What follows belongs to an exercise in optimizing a design on an open flow for small area, a short achievable clock period and few clock cycles; a production flow would make more cautious choices.
RTL that was checked went through simulation tests only; none was proved equivalent to the original.
Power figures rest on the tool's default switching activity, not on a simulated workload.

==> flow/design.v (excerpt) <==
module cpu(
    input  wire                 clk_in,
    input  wire                 rst_in,
    input  wire                 rdy_in,
    input  wire [ 7:0]          mem_din,
    output reg  [ 7:0]          mem_dout,
    output wire [31:0]          mem_a,
    output reg                  mem_wr
);
    reg [31:0] rf [1:31];
    reg [31:0] A, B, IR;
    reg [31:0] W;          
    reg [14:0] pc;         
    reg [14:0] fpc;        
    reg [1:0]  fstep;      
    reg [17:0] ma;
    assign mem_a = {14'b0, ma};
    reg        iss_f, iss_l, iss_last;
    reg [1:0]  iss_lane;
    reg        cap_f, cap_l, cap_last;
    reg [1:0]  cap_lane;
    reg [1:0]  mrem;       
    reg        dec;        
    reg        ldwb;       
    reg [4:0]  ra;         
    reg        rz;         
    reg        ex_alu, wb_alu, ex_rdnz, ex_sub, ex_arith;
    reg        op_add, op_sll, op_slt, op_sltu, op_xor, op_srx, op_or, op_and;
    reg [4:0]  sh;         
    reg        mis;        
    reg [4:0]  ex_rd;
    reg [2:0]  ex_f3;
    wire rdA = cap_f & (cap_lane == 2'd3);
    wire rdB = cap_f & (cap_lane == 2'd0);
    wire [2:0] f3 = IR[14:12];
    wire [6:0] opc = mem_din[6:0];
  ...
==> flow/config.mk <==
export PLATFORM = sky130hd
export DESIGN_NAME = cpu
export DESIGN_NICKNAME = cpu
export VERILOG_FILES = /design/flow/design.v
export SDC_FILE = /design/flow/constraint.sdc
export NUM_CORES = 4
export LEC_CHECK = 0
export ABC_CLOCK_PERIOD_IN_PS = 3000
export CAP_MARGIN = 20
export CORE_MARGIN = 2
export CORE_UTILIZATION = 65
export CTS_CLUSTER_DIAMETER = 60
export CTS_CLUSTER_SIZE = 25
export PLACE_DENSITY = 0.75
export SETUP_SLACK_MARGIN = 5
export SLEW_MARGIN = 20
export TNS_END_PERCENT = 0
==> flow/constraint.sdc <==
create_clock -name core_clock -period 10.0 [get_ports {clk_in}]
set_input_delay 2.0000 -clock core_clock [delete_from_list [all_inputs] [get_ports {clk_in}]]
set_output_delay 2.0000 -clock core_clock [all_outputs]
set_load 0.01 [all_outputs]
standard.sh (not shown) runs the stock make flow with config.mk's settings and CLKGATE_MAP_FILE= SYNTH_SCRIPT=/design/flow/synth_recipe.tcl, a recipe that flattens the netlist after the stock synthesis.
==> flow/flow/run.sh <==
#!/bin/bash
# The standard layout, with faster port buffers and a repair that aims
# further below the clock period. Make's output goes to flow.log.
set -euo pipefail
bash standard.sh "BUFFER_PORTS_ARGS=-buffer_cell sky130_fd_sc_hd__buf_4" \
    SETUP_SLACK_MARGIN=7 finish > flow.log 2>&1
Testbench counts at the start, summed over its fixed seeds: cycles 818,495.
Rerun with:
--- a/flow/design.v
+++ b/flow/design.v
@@ -17,19 +17,19 @@
     assign mem_a = {14'b0, ma};
     reg        iss_f, iss_l, iss_last;
     reg [1:0]  iss_lane;
     reg        cap_f, cap_l, cap_last;
     reg [1:0]  cap_lane;
     reg [1:0]  mrem;       
     reg        dec;        
     reg        ldwb;       
     reg [4:0]  ra;         
-    reg        rz;         
+    reg [31:1] rsel;       
     reg        ex_alu, wb_alu, ex_rdnz, ex_sub, ex_arith;
     reg        op_add, op_sll, op_slt, op_sltu, op_xor, op_srx, op_or, op_and;
     reg [4:0]  sh;         
     reg        mis;        
     reg [4:0]  ex_rd;
     reg [2:0]  ex_f3;
     wire rdA = cap_f & (cap_lane == 2'd3);
     wire rdB = cap_f & (cap_lane == 2'd0);
     wire [2:0] f3 = IR[14:12];
@@ -77,40 +77,44 @@
             3'b100: ldext = {24'b0, B[31:24]};
             3'b001: ldext = {{16{B[31]}}, B[31:16]};
             3'b101: ldext = {16'b0, B[31:16]};
             default: ldext = B;
         endcase
     end
     wire        we = (wb_alu | ldwb) & ex_rdnz;
     wire [31:0] wd = ldwb ? ldext : W;
     wire        fwd = we & (ex_rd == ra);
-    wire [31:0] rdata = fwd ? wd : rz ? 32'b0 : rf[ra];
+    reg  [31:0] rfo;
+    integer k;
+    always @(*) begin
+        rfo = 32'b0;
+        for (k = 1; k < 32; k = k + 1)
+            rfo = rfo | ({32{rsel[k]}} & rf[k]);
+    end
+    wire [31:0] rdata = fwd ? wd : rfo;
+    wire [4:0]  rs1n  = {(cap_f & cap_lane == 2'd2) ? mem_din[3:0] : IR[19:16], IR[15]};
+    wire [4:0]  rnext = (iss_f & iss_lane == 2'd3) ? rs1n : {mem_din[0], IR[23:20]};
     always @(posedge clk_in)
         if (we) rf[ex_rd] <= wd;
     wire [31:0] alu_c;
     alu alu(.op_add(op_add), .op_sll(op_sll), .op_slt(op_slt), .op_sltu(op_sltu),
             .op_xor(op_xor), .op_srx(op_srx), .op_or(op_or), .op_and(op_and),
             .sub(ex_sub), .arith(ex_arith), .sh(sh), .a(A), .b(B), .c(alu_c));
     always @(posedge clk_in)
         W <= alu_c;
     function [31:0] rev(input [31:0] x);
         integer i;
         for (i = 0; i < 32; i = i + 1) rev[i] = x[31 - i];
     endfunction
     always @(posedge clk_in) begin
         if (cap_f & ~mis) IR[8*cap_lane +: 8] <= mem_din;
-        if (cap_f & cap_lane == 2'd2) begin
-            ra <= {mem_din[3:0], IR[15]};
-            rz <= {mem_din[3:0], IR[15]} == 5'd0;
-        end else if (rdA) begin
-            ra <= {mem_din[0], IR[23:20]};
-            rz <= {mem_din[0], IR[23:20]} == 5'd0;
-        end
+        ra <= rnext;
+        rsel <= {31'b0, 1'b1} << rnext >> 1;
         if (rdA) A <= rdata;
         else if (is_u) A <= is_lui ? 32'b0 : {15'b0, pc, 2'b00};
         else if (is_jb) A <= {15'b0, pnext, 2'b00};
         else if (is_sll) A <= rev(A);
         if (rdB) sh <= rdata[4:0];
         else if (is_alu & ~is_op) sh <= IR[24:20];
         if (rdB) B <= rdata;
         else if (is_u) B <= {IR[31:12], 12'b0};
         else if (is_jb) B <= 32'b0;
=>
- The changed run finished clean
- via count came out higher by a few percent
- worst setup slack is worse by 0.25 ns
- total power goes up by a few percent
- routed wire length climbs by a few percent
- clock power decreases by a few percent
- sequential share of layout area goes up by 3.8 points
- global-route usage climbs by 3.9 points
- combinational power rose by roughly a tenth
Testbench counts after the change, summed over its fixed seeds: cycles 818,495.

---

== job 8665 ==
The RTL this note starts from:
==> flow/design.v <==
module cpu(
    input  wire                 clk_in,
    input  wire                 rst_in,
    input  wire                 rdy_in,
    input  wire [ 7:0]          mem_din,
    output reg  [ 7:0]          mem_dout,
    output wire [31:0]          mem_a,
    output reg                  mem_wr
);
    reg [31:0] rf [1:31];
    reg [31:0] A, B, IR;
    reg [31:0] W;          
    reg [14:0] pc;         
    reg [14:0] fpc;        
    reg [1:0]  fstep;      
    reg [17:0] ma;
    assign mem_a = {14'b0, ma};
    reg        iss_f, iss_l, iss_last;
    reg [1:0]  iss_lane;
    reg        cap_f, cap_l, cap_last;
    reg [1:0]  cap_lane;
    reg [1:0]  mrem;       
    reg        dec;        
    reg        ldwb;       
    reg [4:0]  ra;         
    reg        rz;         
    reg        ex_alu, wb_alu, ex_rdnz, ex_sub, ex_arith;
    reg        mis;        
    reg [4:0]  ex_rd;
    reg [2:0]  ex_f3;
    wire rdA = cap_f & (cap_lane == 2'd3);
    wire rdB = cap_f & (cap_lane == 2'd0);
    wire [2:0] f3 = IR[14:12];
    wire [6:0] opc = mem_din[6:0];
    reg is_jb, is_br, is_jalr, is_jal, is_u, is_lui, is_mem, is_st, is_ld, is_alu, is_op, alu_sub;
    always @(posedge clk_in) begin
        if (rst_in) begin
            is_jb <= 1'b0; is_br <= 1'b0; is_jalr <= 1'b0; is_jal <= 1'b0;
            is_u <= 1'b0; is_lui <= 1'b0; is_mem <= 1'b0; is_st <= 1'b0;
            is_ld <= 1'b0; is_alu <= 1'b0; is_op <= 1'b0; alu_sub <= 1'b0;
        end else begin
            is_jb   <= rdB & opc[6];                           
            is_br   <= rdB & opc[6] & ~opc[2];
            is_jalr <= rdB & opc[6] & opc[2] & ~opc[3];
            is_jal  <= rdB & opc[6] & opc[3];
            is_u    <= rdB & ~opc[6] & opc[2];                 
            is_lui  <= rdB & ~opc[6] & opc[2] & opc[5];
            is_mem  <= rdB & ~opc[6] & ~opc[4];                
            is_st   <= rdB & ~opc[6] & ~opc[4] & opc[5];
            is_ld   <= rdB & ~opc[6] & ~opc[4] & ~opc[5];
            is_alu  <= rdB & ~opc[6] & opc[4] & ~opc[2];       
            is_op   <= rdB & ~opc[6] & opc[4] & ~opc[2] & opc[5];
            alu_sub <= rdB & ~opc[6] & opc[4] & ~opc[2] &
                       ((opc[5] & IR[30] & IR[14:12] == 3'b000) | IR[14:13] == 2'b01);
        end
    end
    wire eq  = (A == B);
    wire ltu = (A < B);
    wire lt  = (A[31] ^ B[31]) ? A[31] : ltu;
    wire cond = (f3[2] ? (f3[1] ? ltu : lt) : eq) ^ f3[0];
    wire [11:0] imm12 = is_st ? {IR[31:25], IR[11:7]} : IR[31:20];
    wire [17:0] addr  = A[17:0] + {{6{imm12[11]}}, imm12};
    wire [14:0] poff  = is_jal ? {IR[16:12], IR[20], IR[30:22]}
                               : {{4{IR[31]}}, IR[31], IR[7], IR[30:25], IR[11:9]};
    wire [14:0] ptgt  = pc + poff;
    wire [14:0] pnext = pc + 15'd1;
    wire [14:0] target = is_jalr ? addr[16:2] : ptgt;
    reg  [31:0] ldext;
    always @(*) begin
        case (ex_f3)
            3'b000: ldext = {{24{B[31]}}, B[31:24]};
            3'b100: ldext = {24'b0, B[31:24]};
            3'b001: ldext = {{16{B[31]}}, B[31:16]};
            3'b101: ldext = {16'b0, B[31:16]};
            default: ldext = B;
        endcase
    end
    wire        we = (wb_alu | ldwb) & ex_rdnz;
    wire [31:0] wd = ldwb ? ldext : W;
    wire        fwd = we & (ex_rd == ra);
    wire [31:0] rdata = fwd ? wd : rz ? 32'b0 : rf[ra];
    always @(posedge clk_in)
        if (we) rf[ex_rd] <= wd;
    wire [31:0] alu_c;
    alu alu(.f3(ex_f3), .sub(ex_sub), .arith(ex_arith), .a(A), .b(B), .c(alu_c));
    always @(posedge clk_in)
        W <= alu_c;
    always @(posedge clk_in) begin
        if (cap_f) IR[8*cap_lane +: 8] <= mem_din;
        if (cap_f & cap_lane == 2'd2) begin
            ra <= {mem_din[3:0], IR[15]};
            rz <= {mem_din[3:0], IR[15]} == 5'd0;
        end else if (rdA) begin
            ra <= {mem_din[0], IR[23:20]};
            rz <= {mem_din[0], IR[23:20]} == 5'd0;
        end
        if (rdA) A <= rdata;
        else if (is_u) A <= is_lui ? 32'b0 : {15'b0, pc, 2'b00};
        else if (is_jb) A <= {15'b0, fpc, 2'b00};
        if (rdB) B <= rdata;
        else if (is_u) B <= {IR[31:12], 12'b0};
        else if (is_jb) B <= 32'b0;
        else if (is_alu) B <= (IR[5] ? B : {{20{IR[31]}}, IR[31:20]}) ^ {32{alu_sub}};
        else if (cap_l | (is_st) | (mrem != 2'd0 & mem_wr)) B <= {mem_din, B[31:8]};
        if (dec) begin
            ex_rd    <= IR[11:7];
            ex_f3    <= (is_alu | is_ld) ? f3 : 3'b000;
            ex_sub   <= alu_sub;
            ex_arith <= IR[30];
        end
        if ((is_st) | (mrem != 2'd0 & mem_wr)) mem_dout <= B[7:0];
    end
    always @(posedge clk_in) begin
        if (rst_in) begin
            ma <= 18'd1;
            mem_wr <= 1'b0;
            iss_f <= 1'b1; iss_lane <= 2'd1; iss_l <= 1'b0; iss_last <= 1'b0;
            cap_f <= 1'b0; cap_l <= 1'b0; cap_last <= 1'b0; cap_lane <= 2'd0;
            fpc <= 15'd0; fstep <= 2'd1; pc <= 15'd0;
            mrem <= 2'd0;
            dec <= 1'b0; ldwb <= 1'b0;
            ex_alu <= 1'b0; wb_alu <= 1'b0; ex_rdnz <= 1'b0; mis <= 1'b0;
        end else begin
            mis <= is_br & ~cond;
            cap_f <= iss_f & ~mis; cap_lane <= iss_lane; cap_l <= iss_l; cap_last <= iss_last;
            dec <= rdB;
            ldwb <= cap_l & cap_last;
            ex_alu <= dec & ~is_mem & ~is_br;
            wb_alu <= ex_alu;
            if (dec) ex_rdnz <= (IR[11:7] != 5'd0);
            if (fstep == 2'd3 & mrem == 2'd0) begin
                pc <= fpc;
                fpc <= fpc + 15'd1;
            end
            if (dec) begin
                if (is_jb) begin
                    ma <= {1'b0, target, 2'b01};
                    iss_f <= 1'b1; iss_lane <= 2'd1; iss_l <= 1'b0;
                    fpc <= target; fstep <= 2'd1;
                end else if (is_mem) begin
                    ma <= addr;
                    mem_wr <= is_st;
                    iss_f <= 1'b0; iss_l <= is_ld;
                    iss_last <= (f3[1:0] == 2'b00);
                    mrem <= {f3[1], f3[1] | f3[0]};
                end else begin
                    ma[1:0] <= 2'd3;
                    iss_lane <= 2'd3;
                    fstep <= 2'd3;
                end
            end else if (mis) begin
                ma <= {1'b0, pnext, 2'b11};
                iss_lane <= 2'd3;
                fpc <= pnext; fstep <= 2'd3;
            end else if (mrem != 2'd0) begin
                ma[1:0] <= ma[1:0] + 2'd1;
                mrem <= mrem - 2'd1;
                iss_last <= (mrem == 2'd1);
            end else begin
                ma <= {1'b0, fpc, fstep + 2'd1};
                mem_wr <= 1'b0;
                iss_f <= 1'b1; iss_lane <= fstep + 2'd1; iss_l <= 1'b0;
                fstep <= fstep + 2'd1;
            end
        end
    end
endmodule
module alu(
    input  wire [2:0]  f3,      
    input  wire        sub,     
    input  wire        arith,   
    input  wire [31:0] a,
    input  wire [31:0] b,
    output reg  [31:0] c
);
    wire [33:0] s2  = {1'b0, a, 1'b1} + {1'b0, b, sub};
    wire [32:0] sum = s2[33:1];
    wire ltu = ~sum[32];
    wire lt  = (a[31] == b[31]) ? a[31] : sum[31];
    function [31:0] rev(input [31:0] x);
        integer i;
        for (i = 0; i < 32; i = i + 1) rev[i] = x[31 - i];
    endfunction
    wire        left = (f3 == 3'b001);
    wire [31:0] shin = left ? rev(a) : a;
    wire [31:0] shr  = $signed({arith & shin[31], shin}) >>> b[4:0];
    always @(*) begin
        case (f3)
            3'b000: c = sum[31:0];
            3'b001: c = rev(shr);
            3'b010: c = {31'b0, lt};
            3'b011: c = {31'b0, ltu};
            3'b100: c = a ^ b;
            3'b101: c = shr;
            3'b110: c = a | b;
            default: c = a & b;
        endcase
    end
endmodule
export LEC_CHECK = 0
export ABC_CLOCK_PERIOD_IN_PS = 3000
export CAP_MARGIN = 20
export CORE_MARGIN = 2
export CORE_UTILIZATION = 40
export PLACE_DENSITY = 0.55
export SETUP_SLACK_MARGIN = 5
export SLEW_MARGIN = 20
export TNS_END_PERCENT = 0
create_clock -name core_clock -period 10.0 [get_ports {clk_in}]
Scripts as last shown in full above: flow/flow/run.sh
Modified inputs, job 2649 compared to job 8665
--- a/flow/design.v
+++ b/flow/design.v
@@ -26,4 +26,6 @@
     reg        rz;         
     reg        ex_alu, wb_alu, ex_rdnz, ex_sub, ex_arith;
+    reg        op_add, op_sll, op_slt, op_sltu, op_xor, op_srx, op_or, op_and;
+    reg [4:0]  sh;         
     reg        mis;        
     reg [4:0]  ex_rd;
@@ -33,10 +35,10 @@
     wire [2:0] f3 = IR[14:12];
     wire [6:0] opc = mem_din[6:0];
-    reg is_jb, is_br, is_jalr, is_jal, is_u, is_lui, is_mem, is_st, is_ld, is_alu, is_op, alu_sub;
+    reg is_jb, is_br, is_jalr, is_jal, is_u, is_lui, is_mem, is_st, is_ld, is_alu, is_op, alu_sub, is_sll;
     always @(posedge clk_in) begin
         if (rst_in) begin
             is_jb <= 1'b0; is_br <= 1'b0; is_jalr <= 1'b0; is_jal <= 1'b0;
             is_u <= 1'b0; is_lui <= 1'b0; is_mem <= 1'b0; is_st <= 1'b0;
-            is_ld <= 1'b0; is_alu <= 1'b0; is_op <= 1'b0; alu_sub <= 1'b0;
+            is_ld <= 1'b0; is_alu <= 1'b0; is_op <= 1'b0; alu_sub <= 1'b0; is_sll <= 1'b0;
         end else begin
             is_jb   <= rdB & opc[6];                           
@@ -51,4 +53,5 @@
             is_alu  <= rdB & ~opc[6] & opc[4] & ~opc[2];       
             is_op   <= rdB & ~opc[6] & opc[4] & ~opc[2] & opc[5];
+            is_sll  <= rdB & ~opc[6] & opc[4] & ~opc[2] & IR[14:12] == 3'b001;
             alu_sub <= rdB & ~opc[6] & opc[4] & ~opc[2] &
                        ((opc[5] & IR[30] & IR[14:12] == 3'b000) | IR[14:13] == 2'b01);
@@ -83,7 +86,13 @@
         if (we) rf[ex_rd] <= wd;
     wire [31:0] alu_c;
-    alu alu(.f3(ex_f3), .sub(ex_sub), .arith(ex_arith), .a(A), .b(B), .c(alu_c));
+    alu alu(.op_add(op_add), .op_sll(op_sll), .op_slt(op_slt), .op_sltu(op_sltu),
+            .op_xor(op_xor), .op_srx(op_srx), .op_or(op_or), .op_and(op_and),
+            .sub(ex_sub), .arith(ex_arith), .sh(sh), .a(A), .b(B), .c(alu_c));
     always @(posedge clk_in)
         W <= alu_c;
+    function [31:0] rev(input [31:0] x);
+        integer i;
+        for (i = 0; i < 32; i = i + 1) rev[i] = x[31 - i];
+    endfunction
     always @(posedge clk_in) begin
         if (cap_f) IR[8*cap_lane +: 8] <= mem_din;
@@ -98,4 +107,7 @@
         else if (is_u) A <= is_lui ? 32'b0 : {15'b0, pc, 2'b00};
         else if (is_jb) A <= {15'b0, fpc, 2'b00};
+        else if (is_sll) A <= rev(A);
+        if (rdB) sh <= rdata[4:0];
+        else if (is_alu & ~IR[5]) sh <= IR[24:20];
         if (rdB) B <= rdata;
         else if (is_u) B <= {IR[31:12], 12'b0};
@@ -105,7 +117,15 @@
         if (dec) begin
             ex_rd    <= IR[11:7];
-            ex_f3    <= (is_alu | is_ld) ? f3 : 3'b000;
+            ex_f3    <= f3;
             ex_sub   <= alu_sub;
-            ex_arith <= IR[30];
+            ex_arith <= IR[30] & f3 == 3'b101;
+            op_add   <= ~is_alu | f3 == 3'b000;
+            op_sll   <= is_alu & f3 == 3'b001;
+            op_slt   <= is_alu & f3 == 3'b010;
+            op_sltu  <= is_alu & f3 == 3'b011;
+            op_xor   <= is_alu & f3 == 3'b100;
+            op_srx   <= is_alu & f3 == 3'b101;
+            op_or    <= is_alu & f3 == 3'b110;
+            op_and   <= is_alu & f3 == 3'b111;
         end
         if ((is_st) | (mrem != 2'd0 & mem_wr)) mem_dout <= B[7:0];
@@ -167,10 +187,11 @@
 endmodule
 module alu(
-    input  wire [2:0]  f3,      
+    input  wire        op_add, op_sll, op_slt, op_sltu, op_xor, op_srx, op_or, op_and,
     input  wire        sub,     
     input  wire        arith,   
+    input  wire [4:0]  sh,      
     input  wire [31:0] a,
     input  wire [31:0] b,
-    output reg  [31:0] c
+    output wire [31:0] c
 );
     wire [33:0] s2  = {1'b0, a, 1'b1} + {1'b0, b, sub};
@@ -182,18 +203,11 @@
         for (i = 0; i < 32; i = i + 1) rev[i] = x[31 - i];
     endfunction
-    wire        left = (f3 == 3'b001);
-    wire [31:0] shin = left ? rev(a) : a;
-    wire [31:0] shr  = $signed({arith & shin[31], shin}) >>> b[4:0];
-    always @(*) begin
-        case (f3)
-            3'b000: c = sum[31:0];
-            3'b001: c = rev(shr);
-            3'b010: c = {31'b0, lt};
-            3'b011: c = {31'b0, ltu};
-            3'b100: c = a ^ b;
-            3'b101: c = shr;
-            3'b110: c = a | b;
-            default: c = a & b;
-        endcase
-    end
+    wire [31:0] shr = $signed({arith & a[31], a}) >>> sh;
+    assign c = ({32{op_add}} & sum[31:0]) |
+               ({32{op_sll}} & rev(shr)) |
+               ({32{op_srx}} & shr) |
+               {31'b0, (op_slt & lt) | (op_sltu & ltu)} |
+               ({32{op_xor}} & (a ^ b)) |
+               ({32{op_or}}  & (a | b)) |
+               ({32{op_and}} & (a & b));
 endmodule
Findings:
Post-route standard cell area excluding fillers in job 2649 vs job 8665: down 610 um^2. Delta (job 2649 minus job 8665): post-route fraction of the period consumed by the critical path moved down; number of different library cells in the post-synthesis netlist moved down; die area moved down. Between job 2649 and job 8665, the cell depth of the worst setup path is higher for job 8665. Fraction of power consumed by sequential logic: higher on job 2649. Share of the final layout cell area in multi-input gates came out lower on job 2649 than on job 8665. From job 8665 to job 2649 the numbers moved as follows: area occupied by registers went up about 1.2%, setup slack higher, DRC violation count after routing stayed essentially flat, synthesized cell count -52. Worst hold slack after final layout for job 2649 is higher than for job 8665. Area after synthesis shrinks slightly when moving from job 8665 to job 2649. The lower internal cell power came out of job 2649.
No run of this note included a check of the RTL's function; only the layout flow was run.

[separate check: timing with driven ports]
Ports are ideal in the flow. The routed layouts listed here were re-timed in OpenROAD. Step 1: set_driving_cell puts a clkbuf_16 on clk_in and a buf_2 on each other input, an assumption about the parent block. Step 2 adds t to the input delays and takes it off the output delays; t is the mean of the earliest and latest rising clock arrival at the registers after step 1. Input paths then give back, and output paths get back, about the clock's delay inside the block. a / b / c = no drivers / after step 1 / after step 2; a / b = the first two.
run	shift t [ns]	setup slack, ns	hold slack, ns	worst setup path at the end	clock arrival spread, ns
the first run of note 1	0.762	6.692 / 6.692 / 6.158	0.437 / 0.437 / 0.437	input to register	0.052 / 0.052
the second run of note 1	0.744	6.443 / 6.443 / 5.930	0.456 / 0.456 / 0.456	input to register	0.048 / 0.049
job 8665	0.820	6.375 / 6.375 / 6.375	0.435 / 0.435 / 0.435	register to register	0.059 / 0.059
job 2649	0.823	6.448 / 6.448 / 6.430	0.457 / 0.457 / 0.457	input to register	0.057 / 0.058
After both steps setup and hold are still met in every run listed. The setup slack of the first run of note 1, which loses most, moves by 0.000 ns with the drivers and by -0.534 ns with both steps.
